This design comes from an exercise in tuning for small area on the open sky130 flow, not from production work. RTL that was checked went through simulation tests only; none was proved equivalent to the original. Power is estimated from default activity; no workload was simulated.

== lane 1 ==
Design task2, start of the top module:
module task2 (clock, reset_neg, PS2_clock, PS2_data, finish_flag, neg_edge, overflow, bit_counter, output_data, output_data_2, Seven_Segment_display, Seven_Segment_display_1);
input clock, reset_neg, PS2_clock, PS2_data;
output logic finish_flag, neg_edge, overflow;
output logic [3:0] bit_counter;
output logic [6:0] Seven_Segment_display, Seven_Segment_display_1;
output logic [7:0] output_data, output_data_2;
logic filt;
logic [3:0] run;
logic run_inc;
assign run_inc = PS2_clock ^ filt ^ run[3];
always_ff @(posedge clock, negedge reset_neg)
if (!reset_neg) begin
  filt <= 1'b0;
  run <= 4'd0;
end else begin
  filt <= filt ^ run[3];
  run[0] <= run_inc & ~run[0];
  run[1] <= run_inc & (run[1] ^ run[0]);
  run[2] <= run_inc & (run[2] ^ (run[1] & run[0]));
  run[3] <= run_inc & run[2] & run[1] & run[0];
end
assign neg_edge = filt & run[3];
logic [3:0] cs;
logic idle;
assign idle = cs[3] & cs[2];
assign bit_counter = {cs[3] & ~cs[2], cs[2] & ~cs[3], cs[1:0]};
assign overflow = cs[3] & cs[1];
assign finish_flag = overflow;
always_ff @(posedge clock, negedge reset_neg)
if (!reset_neg)
  cs <= 4'b1100;
else if (overflow)
  cs <= 4'b1100;
else if (neg_edge)
  cs <= idle ? 4'd0 : cs + 4'd1;
logic [7:0] rx;
always_ff @(posedge clock)
if (neg_edge & ~cs[3])
  rx <= {PS2_data, rx[7:1]};
logic is_f0, is_5a, is_dig;
logic [3:0] dig;
assign is_f0 = rx == 8'hF0;
assign is_5a = rx == 8'h5A;
  ...
export LEC_CHECK = 0
export CAP_MARGIN = 20
export CORE_MARGIN = 2
export CORE_UTILIZATION = 40
export SLEW_MARGIN = 20
create_clock -name core_clock -period 10.0 [get_ports {clock}]
standard.sh (not shown) runs the stock make flow with config.mk's settings and CLKGATE_MAP_FILE= SYNTH_SCRIPT=/design/flow/synth_recipe.tcl, a recipe that flattens the netlist after the stock synthesis.
==> flow/flow/run.sh <==
#!/bin/bash
# Layout flow: the standard synthesis, then the combinational logic is
# re-mapped for area by ABC (flip-flops untouched), then the standard
# layout with the port buffers made from buf_1 and a clock tree without
# dummy loads. Each tool writes its own log in this folder.
set -euo pipefail
here=$(pwd)
res=$here/orfs/results/$FLOW_PLATFORM/task2/base
export BUFFER_PORTS_ARGS="-buffer_cell sky130_fd_sc_hd__buf_1"
export SKIP_REPAIR_TIE_FANOUT=1
export CTS_ARGS="-sink_clustering_enable -repair_clock_nets -dont_use_dummy_load -buf_list sky130_fd_sc_hd__clkbuf_4"
bash standard.sh $res/1_2_yosys.v > standard_synth.log 2>&1
cp $res/1_2_yosys.v $here/synth_standard.v
REOPT_LIB=$FLOW_HOME/platforms/sky130hd/lib/sky130_fd_sc_hd__tt_025C_1v80.lib \
REOPT_IN=$here/synth_standard.v REOPT_OUT=$here/synth_reopt.v REOPT_TOP=$FLOW_TOP \
REOPT_SCRIPT=$here/flow/area.abc \
  $FLOW_HOME/../tools/install/yosys/bin/yosys -c $here/flow/reopt.tcl > reopt.log 2>&1
cp $here/synth_reopt.v $res/1_2_yosys.v
bash standard.sh finish > standard_finish.log 2>&1
Other scripts of this flow, unchanged in this note and not shown: flow/flow/area.abc, flow/flow/reopt.tcl
Input changes introduced in lane 2 (baseline for comparison: lane 1):
--- a/flow/flow/run.sh
+++ b/flow/flow/run.sh
@@ -10 +9,0 @@
-export SKIP_REPAIR_TIE_FANOUT=1
[summary]
- Lane 1 has lower number of global-route vias before repair than lane 2.
- Status: clock input transition at the sequential cells of the worst setup and hold paths parity (lane 1, lane 2)
- On register-to-register slack, the lower figure sits with lane 2, not lane 1.

Another version of the RTL of task2 (not shown whole).
Size in the first run: about 230 cells after synthesis, roughly 34 flip-flops, about 41 I/O pins.
export LEC_CHECK = 0
export CAP_MARGIN = 20
export CORE_MARGIN = 2
export CORE_UTILIZATION = 40
export SLEW_MARGIN = 20
create_clock -name core_clock -period 10.0 [get_ports {clock}]
==> flow/flow/run.sh <==
#!/bin/bash
set -o pipefail
export BUFFER_PORTS_ARGS="-buffer_cell sky130_fd_sc_hd__buf_1"
export CTS_ARGS="-sink_clustering_enable -repair_clock_nets -dont_use_dummy_load -buf_list sky130_fd_sc_hd__clkbuf_8"
bash standard.sh > standard.log 2>&1
Edit:
==> flow/flow/run.sh (replaced) <==
#!/bin/bash
set -o pipefail
cp standard.sh standard.sh.txt 2>/dev/null
export BUFFER_PORTS_ARGS="-buffer_cell sky130_fd_sc_hd__buf_1"
bash standard.sh > standard.log 2>&1
Via count grows by 0.68%.
Final area grows by 2.7%.
Global-route usage stays flat.
Sequential power barely changes.
Critical path depth stays the same.
Utilization grows by 1.2 points.
Clock-buffer cell count is unchanged.
Wire length grows by 0.47%.
Edit:
==> flow/run.sh (new file) <==
#!/bin/bash
# synth_recipe.tcl (not shown) runs the flow's synth.tcl, then flattens the netlist and writes it again
# the make line also repeats each setting of config.mk as NAME=value (left out here)
make -C /OpenROAD-flow-scripts/flow DESIGN_CONFIG=/design/flow/config.mk WORK_HOME=/design/flow/orfs CLKGATE_MAP_FILE= SYNTH_SCRIPT=/design/flow/synth_recipe.tcl finish
removed: flow/flow/run.sh
removed: flow/standard.sh
What happened: Setup slack gets worse by 0.41 ns; global-route usage is higher by 0.49 points; cell area grows by a few percent; utilization rises by 2.8 points; non-clock buffer count does not change; register-to-register slack improves by 0.02 ns; routed wire length barely changes; synthesized area stays the same; total power went down by roughly a tenth; clock skew hardly moves.
Edit:
==> flow/flow/run.sh (new file) <==
#!/bin/bash
set -o pipefail
export BUFFER_PORTS_ARGS="-buffer_cell sky130_fd_sc_hd__buf_1"
export CTS_ARGS="-sink_clustering_enable -repair_clock_nets -dont_use_dummy_load -buf_list sky130_fd_sc_hd__clkbuf_4 -sink_clustering_size 40 -sink_clustering_max_diameter 300"
bash standard.sh > standard.log 2>&1
==> flow/standard.sh (new file) <==
#!/bin/bash
# synth_recipe.tcl (not shown) runs the flow's synth.tcl, then flattens the netlist and writes it again
# the make line also repeats each setting of config.mk as NAME=value (left out here)
make -C /OpenROAD-flow-scripts/flow DESIGN_CONFIG=/design/flow/config.mk WORK_HOME=/design/flow/orfs CLKGATE_MAP_FILE= SYNTH_SCRIPT=/design/flow/synth_recipe.tcl "${@:-finish}"
removed: flow/run.sh
Outcome: Area after synthesis does not change; total power drops by 13%; flip-flop and latch count stays the same; setup slack gets better by 0.34 ns.
No functional check of the RTL was part of any run of this note.

what the ideal ports hide:
The flow's constraints put no driver on any port. The routed layouts listed below were extracted and timed again, unchanged, in two steps. Step 1, drivers: a clkbuf_16 drives clock and a buf_2 each remaining input, both assumed. Step 2 adds t to the input delays and takes it off the output delays; t is the mean of the earliest and latest rising clock arrival at the registers after step 1. Input paths then give back, and output paths get back, about the clock's delay inside the block. a / b / c = no drivers / after step 1 / after step 2; a / b = the first two.
run | shift t [ns] | slack for setup (ns) | slew at the worst register clock pin (ns)
lane 1 | 0.347 | 4.820 / 4.797 / 5.143 | 0.10 / 0.10
lane 2 | 0.337 | 4.838 / 4.814 / 5.151 | 0.10 / 0.10
the first run of note 2 | 0.305 | 5.659 / 5.630 / 5.935 | 0.07 / 0.07
the second run of note 2 | 0.309 | 5.674 / 5.646 / 5.955 | 0.07 / 0.07
the third run of note 2 | 0.299 | 5.264 / 5.238 / 5.537 | 0.06 / 0.06
the fourth run of note 2 | 0.350 | 5.601 / 5.576 / 5.925 | 0.10 / 0.10
After both steps setup and hold are still met in every run listed.
